Background: an optimization exercise with open tools, aiming at small area and a short achievable clock period. Do not read the settings as production practice. In this exercise RTL edits were held to simulation tests only and were not proved equivalent to the original. Power and IR drop assume default switching activity.

File: design/flow/design.v
`timescale 1ns / 1ps
module fp16_multiplier(
  input wire clk,
  input wire [15:0] a,
  input wire [15:0] b,
  output wire [15:0] out
);
  function automatic [21:0] umul22b_11b_x_11b (input reg [10:0] lhs, input reg [10:0] rhs);
    begin
      umul22b_11b_x_11b = lhs * rhs;
    end
  endfunction
  reg [15:0] p0_a;
  reg [15:0] p0_b;
  always @ (posedge clk) begin
    p0_a <= a;
    p0_b <= b;
  end
  wire [4:0] p1_exp_a_comb;
  wire [4:0] p1_exp_b_comb;
  wire p1_eq_869_comb;
  wire p1_eq_870_comb;
  wire [9:0] p1_frac_a_raw_comb;
  wire [9:0] p1_frac_b_raw_comb;
  wire p1_leading_a_comb;
  wire p1_leading_b_comb;
  wire p1_eq_894_comb;
  wire p1_eq_895_comb;
  wire p1_eq_896_comb;
  wire p1_eq_897_comb;
  wire p1_is_zero_a_comb;
  wire p1_is_zero_b_comb;
  wire p1_is_inf_a_chk_comb;
  wire p1_is_inf_b_chk_comb;
  wire [21:0] p1_frac_mult_comb;
  wire p1_is_zero_result_comb;
  wire p1_sign_a_comb;
  wire p1_sign_b_comb;
  wire p1_is_nan_comb;
  wire p1_is_nan__1_comb;
  wire p1_leading_bit_comb;
  wire p1_bit_slice_879_comb;
  wire p1_bit_slice_880_comb;
  wire [7:0] p1_bit_slice_881_comb;
  wire [10:0] p1_bit_slice_882_comb;
  wire [10:0] p1_bit_slice_883_comb;
  wire p1_bit_slice_884_comb;
  wire [5:0] p1_add_889_comb;
  wire p1_not_903_comb;
  wire p1_sign_result_comb;
  wire p1_is_nan_result_comb;
  assign p1_exp_a_comb = p0_a[14:10];
  assign p1_exp_b_comb = p0_b[14:10];
  assign p1_eq_869_comb = p1_exp_a_comb == 5'h00;
  assign p1_eq_870_comb = p1_exp_b_comb == 5'h00;
  assign p1_frac_a_raw_comb = p0_a[9:0];
  assign p1_frac_b_raw_comb = p0_b[9:0];
  assign p1_leading_a_comb = ~p1_eq_869_comb;
  assign p1_leading_b_comb = ~p1_eq_870_comb;
  assign p1_eq_894_comb = p1_frac_a_raw_comb == 10'h000;
  assign p1_eq_895_comb = p1_frac_b_raw_comb == 10'h000;
  assign p1_eq_896_comb = p1_exp_a_comb == 5'h1f;
  assign p1_eq_897_comb = p1_exp_b_comb == 5'h1f;
  assign p1_is_zero_a_comb = p1_eq_869_comb & p1_eq_894_comb;
  assign p1_is_zero_b_comb = p1_eq_870_comb & p1_eq_895_comb;
  assign p1_is_inf_a_chk_comb = p1_eq_896_comb & p1_eq_894_comb;
  assign p1_is_inf_b_chk_comb = p1_eq_897_comb & p1_eq_895_comb;
  assign p1_frac_mult_comb = umul22b_11b_x_11b({p1_leading_a_comb, p1_frac_a_raw_comb}, {p1_leading_b_comb, p1_frac_b_raw_comb});
  assign p1_is_zero_result_comb = p1_is_zero_a_comb | p1_is_zero_b_comb;
  assign p1_sign_a_comb = p0_a[15];
  assign p1_sign_b_comb = p0_b[15];
  assign p1_is_nan_comb = ~(~p1_eq_896_comb | p1_eq_894_comb);
  assign p1_is_nan__1_comb = ~(~p1_eq_897_comb | p1_eq_895_comb);
  assign p1_leading_bit_comb = p1_frac_mult_comb[21];
  assign p1_bit_slice_879_comb = p1_frac_mult_comb[8];
  assign p1_bit_slice_880_comb = p1_frac_mult_comb[9];
  assign p1_bit_slice_881_comb = p1_frac_mult_comb[7:0];
  assign p1_bit_slice_882_comb = p1_frac_mult_comb[20:10];
  assign p1_bit_slice_883_comb = p1_frac_mult_comb[21:11];
  assign p1_bit_slice_884_comb = p1_frac_mult_comb[10];
  assign p1_add_889_comb = {1'h0, p1_exp_a_comb} + {1'h0, p1_exp_b_comb};
  assign p1_not_903_comb = ~p1_is_zero_result_comb;
  assign p1_sign_result_comb = p1_sign_a_comb ^ p1_sign_b_comb;
  assign p1_is_nan_result_comb = p1_is_nan_comb | p1_is_nan__1_comb | p1_is_inf_a_chk_comb & p1_eq_870_comb & p1_eq_895_comb | p1_eq_869_comb & p1_eq_894_comb & p1_is_inf_b_chk_comb;
  reg p1_leading_bit;
  reg p1_bit_slice_879;
  reg p1_bit_slice_880;
  reg [7:0] p1_bit_slice_881;
  reg [10:0] p1_bit_slice_882;
  reg [10:0] p1_bit_slice_883;
  reg p1_bit_slice_884;
  reg [5:0] p1_add_889;
  reg p1_is_inf_a_chk;
  reg p1_is_inf_b_chk;
  reg p1_not_903;
  reg p1_sign_result;
  reg p1_is_nan_result;
  always @ (posedge clk) begin
    p1_leading_bit <= p1_leading_bit_comb;
    p1_bit_slice_879 <= p1_bit_slice_879_comb;
    p1_bit_slice_880 <= p1_bit_slice_880_comb;
    p1_bit_slice_881 <= p1_bit_slice_881_comb;
    p1_bit_slice_882 <= p1_bit_slice_882_comb;
    p1_bit_slice_883 <= p1_bit_slice_883_comb;
    p1_bit_slice_884 <= p1_bit_slice_884_comb;
    p1_add_889 <= p1_add_889_comb;
    p1_is_inf_a_chk <= p1_is_inf_a_chk_comb;
    p1_is_inf_b_chk <= p1_is_inf_b_chk_comb;
    p1_not_903 <= p1_not_903_comb;
    p1_sign_result <= p1_sign_result_comb;
    p1_is_nan_result <= p1_is_nan_result_comb;
  end
  wire p2_round_bit_comb;
  wire p2_sticky_bit_comb;
  wire [10:0] p2_frac_adjusted_comb;
  wire p2_guard_bit_comb;
  wire p2_round_condition_comb;
  wire [11:0] p2_frac_adjusted_12_comb;
  wire [11:0] p2_one_12__1_comb;
  wire [11:0] p2_frac_no_of_12_comb;
  assign p2_round_bit_comb = p1_leading_bit ? p1_bit_slice_880 : p1_bit_slice_879;
  assign p2_sticky_bit_comb = p1_bit_slice_881 != 8'h00;
  assign p2_frac_adjusted_comb = p1_leading_bit ? p1_bit_slice_883 : p1_bit_slice_882;
  assign p2_guard_bit_comb = p1_leading_bit ? p1_bit_slice_884 : p1_bit_slice_880;
  assign p2_round_condition_comb = p2_guard_bit_comb & (p2_round_bit_comb | p2_sticky_bit_comb) | p2_guard_bit_comb & ~p2_round_bit_comb & ~p2_sticky_bit_comb & p2_frac_adjusted_comb[0];
  assign p2_frac_adjusted_12_comb = {1'h0, p2_frac_adjusted_comb};
  assign p2_one_12__1_comb = {11'h000, p2_round_condition_comb};
  assign p2_frac_no_of_12_comb = p2_frac_adjusted_12_comb + p2_one_12__1_comb;
  reg p2_leading_bit;
  reg [11:0] p2_frac_no_of_12;
  reg [5:0] p2_add_889;
  reg p2_is_inf_a_chk;
  reg p2_is_inf_b_chk;
  reg p2_not_903;
  reg p2_sign_result;
  reg p2_is_nan_result;
  always @ (posedge clk) begin
    p2_leading_bit <= p1_leading_bit;
    p2_frac_no_of_12 <= p2_frac_no_of_12_comb;
    p2_add_889 <= p1_add_889;
    p2_is_inf_a_chk <= p1_is_inf_a_chk;
    p2_is_inf_b_chk <= p1_is_inf_b_chk;
    p2_not_903 <= p1_not_903;
    p2_sign_result <= p1_sign_result;
    p2_is_nan_result <= p1_is_nan_result;
  end
  wire p3_cond_of_comb;
  wire [6:0] p3_concat_981_comb;
  wire [1:0] p3_add_986_comb;
  wire [6:0] p3_add_988_comb;
  wire [5:0] p3_add_989_comb;
  wire [10:0] p3_frac_no_of_11_comb;
  wire [10:0] p3_frac_of_shifted_11_comb;
  wire [6:0] p3_add_995_comb;
  wire [7:0] p3_add_996_comb;
  wire [10:0] p3_frac_final_11_comb;
  assign p3_cond_of_comb = p2_frac_no_of_12[11];
  assign p3_concat_981_comb = {1'h0, p2_add_889};
  assign p3_add_986_comb = {1'h0, p2_leading_bit} + {1'h0, p3_cond_of_comb};
  assign p3_add_988_comb = p3_concat_981_comb + {6'h00, p2_leading_bit};
  assign p3_add_989_comb = {5'h00, p3_cond_of_comb} + 6'h31;
  assign p3_frac_no_of_11_comb = p2_frac_no_of_12[10:0];
  assign p3_frac_of_shifted_11_comb = p2_frac_no_of_12[11:1];
  assign p3_add_995_comb = p3_concat_981_comb + {5'h00, p3_add_986_comb};
  assign p3_add_996_comb = {1'h0, p3_add_988_comb} + {{2{p3_add_989_comb[5]}}, p3_add_989_comb};
  assign p3_frac_final_11_comb = p3_cond_of_comb ? p3_frac_of_shifted_11_comb : p3_frac_no_of_11_comb;
  reg [6:0] p3_add_995;
  reg [7:0] p3_add_996;
  reg [10:0] p3_frac_final_11;
  reg p3_is_inf_a_chk;
  reg p3_is_inf_b_chk;
  reg p3_not_903;
  reg p3_sign_result;
  reg p3_is_nan_result;
  always @ (posedge clk) begin
    p3_add_995 <= p3_add_995_comb;
    p3_add_996 <= p3_add_996_comb;
    p3_frac_final_11 <= p3_frac_final_11_comb;
    p3_is_inf_a_chk <= p2_is_inf_a_chk;
    p3_is_inf_b_chk <= p2_is_inf_b_chk;
    p3_not_903 <= p2_not_903;
    p3_sign_result <= p2_sign_result;
    p3_is_nan_result <= p2_is_nan_result;
  end
  wire [4:0] p4_exp_out_5_comb;
  wire [31:0] p4_frac_final_32_comb;
  wire [8:0] p4_shift_9_comb;
  wire [31:0] p4_frac_subnormal_32_comb;
  wire p4_sign_comb;
  wire [9:0] p4_frac_out_10_comb;
  wire [9:0] p4_frac_subnormal_comb;
  wire p4_is_subnormal_comb;
  wire p4_is_inf_result_comb;
  wire [14:0] p4_sel_1039_comb;
  assign p4_exp_out_5_comb = p3_add_996[4:0];
  assign p4_frac_final_32_comb = {21'h00_0000, p3_frac_final_11};
  assign p4_shift_9_comb = 9'h010 - {2'h0, p3_add_995};
  assign p4_frac_subnormal_32_comb = p4_shift_9_comb >= 9'h020 ? 32'h0000_0000 : p4_frac_final_32_comb >> p4_shift_9_comb;
  assign p4_sign_comb = p3_add_996[7];
  assign p4_frac_out_10_comb = p3_frac_final_11[9:0];
  assign p4_frac_subnormal_comb = p4_frac_subnormal_32_comb[9:0];
  assign p4_is_subnormal_comb = p4_sign_comb | ~((|p3_add_996[7:1]) | p3_add_996[0]);
  assign p4_is_inf_result_comb = p3_is_inf_a_chk | p3_is_inf_b_chk | ~(p4_sign_comb | ~((|p3_add_996[7:5]) | (&p4_exp_out_5_comb)));
  assign p4_sel_1039_comb = p4_is_subnormal_comb ? {5'h00, p4_frac_subnormal_comb} : {p4_exp_out_5_comb, p4_frac_out_10_comb};
  reg p4_is_inf_result;
  reg [14:0] p4_sel_1039;
  reg p4_not_903;
  reg p4_sign_result;
  reg p4_is_nan_result;
  always @ (posedge clk) begin
    p4_is_inf_result <= p4_is_inf_result_comb;
    p4_sel_1039 <= p4_sel_1039_comb;
    p4_not_903 <= p3_not_903;
    p4_sign_result <= p3_sign_result;
    p4_is_nan_result <= p3_is_nan_result;
  end
  wire [15:0] p5_result_comb;
  assign p5_result_comb = p4_is_nan_result ? 16'h7e00 : {p4_sign_result, (p4_is_inf_result ? 15'h7c00 : p4_sel_1039) & {15{p4_not_903}}};
  reg [15:0] p5_result;
  always @ (posedge clk) begin
    p5_result <= p5_result_comb;
  end
  assign out = p5_result;
endmodule
File: design/flow/run.sh
#!/bin/bash
# synth_recipe.tcl (not shown) runs the flow's synth.tcl, then flattens the netlist and writes it again
# the make line also repeats each setting of config.mk as NAME=value (left out here)
make -C /OpenROAD-flow-scripts/flow DESIGN_CONFIG=/design/flow/config.mk WORK_HOME=/design/flow/orfs CLKGATE_MAP_FILE= SYNTH_SCRIPT=/design/flow/synth_recipe.tcl finish
File: design/flow/config.mk
export PLATFORM = sky130hd
export DESIGN_NAME = fp16_multiplier
export DESIGN_NICKNAME = fp16_multiplier
export VERILOG_FILES = /design/flow/design.v
export SDC_FILE = /design/flow/constraint.sdc
export NUM_CORES = 4
export LEC_CHECK = 0
export CAP_MARGIN = 20
export CORE_MARGIN = 2
export CORE_UTILIZATION = 40
export SLEW_MARGIN = 20
File: design/flow/constraint.sdc
create_clock -name core_clock -period 5.0 [get_ports {clk}]
set_input_delay 1.0000 -clock core_clock [delete_from_list [all_inputs] [get_ports {clk}]]
set_output_delay 1.0000 -clock core_clock [all_outputs]
set_load 0.01 [all_outputs]
==> run notes <==
crit-path max FO -> 5
fmax -> 0.203 GHz
global-route wire length before repair -> 29.6 mm
1st-pass router iterations -> 4
Yosys top cell area share -> 0.337
CP Class -> reg2reg
Syn-to-layout area delta -> 20.5%
Placed Instances -> 1279
vias -> 6292
synthesized flop and latch total -> 155
Max stage delay on crit path -> 540 ps
placed wire-length estimate -> 13.5 mm
critical path required time -> 5290 ps
initial antenna violation count -> 0
CTS tree -> yes
Top delay family on crit path -> adder cells
CTS Buf Count -> 17
multi-input logic area -> 5690 sq um
Critical Path AT -> 5200 ps
Post-Syn Instances -> 933
die area -> 24200 sq um
Final Wtd Congestion -> 0.889
vias per cell -> 4.78
clock root buffer -> clkbuf_16
Clock Latency Late Sink -> 410 ps
H-tree depth -> 4
WL final -> 17.2 mm
worst hold margin -> 323 ps
FP Rows -> 55
Reg2Reg Setup Slack -> 80 ps
sequential-to-total area share from yosys stat -> 0.337
register area -> 3110 sq um
GRT Util Overall -> 0.150
antenna violation net count after detailed routing -> 0
final period utilization -> 0.983
skew final -> 11.2 ps
Sink Count -> 155
pin count of the biggest net entering global routing -> 24
CP max-delay cell -> fa_1
cell with the most instances after synthesis -> dfxtp_1
EDFF count, synth -> 0
PortBufs -> 48
Placeable Area -> 22600 sq um
CP dominant cell by count -> fa_1
synth cell count leaders -> dfxtp_1, inv_1, fa_1
nets -> 1205
worst path cell trace -> nor3_2 -> nand2_2 -> nand2_2 -> fa_1 -> fa_1 -> inv_2 -> fa_1 -> fa_1 -> inv_2 -> fa_1 -> inv_2 -> ha_4 -> a2111o_1 -> o211ai_1 -> a22oi_2 -> a2111oi_4 -> a211oi_2
Max-Cap Viols -> 0
Setup crit end kind -> register
top cells by area, synth -> dfxtp_1, fa_1, ha_1, and2_1, inv_1
CTS clk-pin slew, worst paths -> 60 ps
fin crit period -> 4920 ps
Worst Setup Start Kind -> register
pwr/cell area -> 674 nW/um^2
Worst Tran Pin Value -> 864 ps
largest area contributor in the netlist -> dfxtp_1
final cell count without fillers -> 1315
Clock Path Buffers -> 2
chip width -> 156 um
worst-case vdd ir drop -> 347 uV
leakage power -> 4.98 nW
Slew headroom -> 0.421
outcome -> complete, no violations
synthesis warning total -> 1
Post-Syn Nets -> 1120
vias in the first global route -> 6432
height of the die -> 156 um
layout cells sized above 1 -> 0.148
GR Overflow Total -> 0
Hold Vio Cnt, Final -> 0
Ports -> 49
syn avg cell area -> 9.86 sq um
ys flop type -> dfxtp_1
RSZ-0062 raised after global routing -> true
Slew Limit Fails -> 0
DRC Markers -> 0
hold crit path type -> reg2reg
placed cell areas -> 10300 sq um
Fillers -> 2114
wire per inst -> 13.1 um
initial DRC count -> 230
n_diodes -> 0
Synth async-reset ratio -> 0
Setup Viol. Count Final -> 0
Mapped Area -> 9200 sq um
Starting Density -> 0.407
Distinct cells, synth -> 61
design area -> 11100 sq um
CP Buf/Inv Count -> 3
CTS Hold Buffers Added -> 0
report_power, final:
| part | total [mW] | switching [mW] | leakage (nW) | internal, mW |
|---|---|---|---|---|
| Clock | 1.22 | 0.527 | 0.272 | 0.697 |
| Sequential | 1.94 | 0.288 | 1.30 | 1.65 |
| Combinational | 4.31 | 2.08 | 3.41 | 2.22 |
| Total | 7.47 | 2.90 | 4.98 | 4.57 |
worst reg2reg max path, cell delays in order, from the launching register on:
cell       delay, ps
dfxtp_2          330
nor3_2           180
nand2_2          160
nand2_2          120
fa_1             430
fa_1             500
inv_2             40
fa_1             490
fa_1             500
inv_2             40
fa_1             540
inv_2             50
ha_4             210
a2111o_1         440
o211ai_1         230
a22oi_2          140
a2111oi_4        310
a211oi_2          70
kinds of logic after synthesis:
family	Yosys count	synth area share
multiplexers	38	0.0474
AND/OR/NAND/NOR	283	0.159
AO/OA/AOI/OAI	99	0.0705
XOR/XNOR	40	0.0389
flip-flops	155	0.337
adder cells (fa/ha/maj)	154	0.278
buffers and inverters	164	0.0686
metrics by stage:
stage          power (mW)  utilization  setup slack [ps]  TNS [ps]
2_1_floorplan        4.65            -             -17.0     -17.0
3_3_place_gp         5.68        0.455              -124      -225
3_5_place_dp         5.72        0.455              -207      -647
4_1_cts              7.13        0.484              2.00         0
5_1_grt              8.15        0.491              -103      -120
6_report             7.47        0.491              84.3         0
registers in the layout, summed over array words and instances (netlist names), 6 cells and up:
register	count
p3_add_995	7
p2_frac_no_of_12	12
p2_add_889	6
p1_bit_slice_883	10
p3_frac_final_11	11
p0_b	16
p4_sel_1039	15
p0_a	16
p1_bit_slice_881	8
p1_add_889	6
p5_result	16
p3_add_996	8
final timing paths:
check | from | to | cells past startpoint
worst max-delay path | p0_b[14] | p1_bit_slice_883[8] | 17
worst min-delay path | p1_sign_result | p2_sign_result | 0
worst min register to register | p1_sign_result | p2_sign_result | 0
worst max register to register | p0_b[14] | p1_bit_slice_883[8] | 17
repair_timing:
action / 4_1_cts / 5_1_grt
setup buffers: 3 / 3
pin swaps: 14 / 40
setup endpoints to repair: 6 / 8
gates resized for setup: 15 / 29
cell usage in the layout, fill, tap and decap left out, types with 4 or more instances in the layout:
cell type          n
ha_1              61
mux2_2            14
nor2b_1           15
a21o_1             7
fa_1              82
nor3_1             6
clkdlybuf4s50_1   48
and3_1             5
o21ai_0           24
clkbuf_16         17
nand3_1           20
inv_6              5
nand2_1           79
dfxtp_1          152
nor4_1             7
mux2i_1           21
o21a_1             7
inv_2              8
buf_4             53
o21ai_1            4
inv_1            120
ha_4               9
a21oi_2            5
a22o_1             4
xnor2_1           27
nor2_1            39
nand2b_1          11
and2_1            77
a21oi_1           17
xor2_1            12
metal layers:
metal / GRT usage / vias up / wire (um)
met5: 0 / - / 0
met4: 0.0306 / 0 / 97
met3: 0.0297 / 10 / 559
met2: 0.271 / 96 / 8860
met1: 0.188 / 3043 / 7650
li1: - / 3143 / -
final cells by class:
cell class                 instances  share of cell area
timing repair buffer             102              0.0803
clock inverter                    13              0.0121
sequential                       155               0.280
tap                              285              0.0322
multi-input combinational        614               0.513
inverter                         128              0.0434
clock buffer                      18              0.0387

-- static timing again, ports no longer ideal --
How much do the figures lean on ideal ports? The routed layout below was timed once more, with nothing changed but the port constraints.
Step 1 assumes that a clkbuf_16 drives the clock port and a buf_2 every other input.
Step 2 also shifts input and output timing later by t, the mid clock arrival at the registers, as if the neighbouring blocks saw the same clock.
Three values: no drivers, after step 1, after step 2; two values: the first two.
t (ns): 0.452
setup WS [ns]: 0.084 / 0.084 / 0.084
worst register clock-pin slew, ns: 0.07 / 0.07
worst data-port slew with drivers (ns): 0.03
After both steps this run still meets setup and hold. The setup slack of this run moves by 0.000 ns with the drivers and by 0.000 ns with both steps.
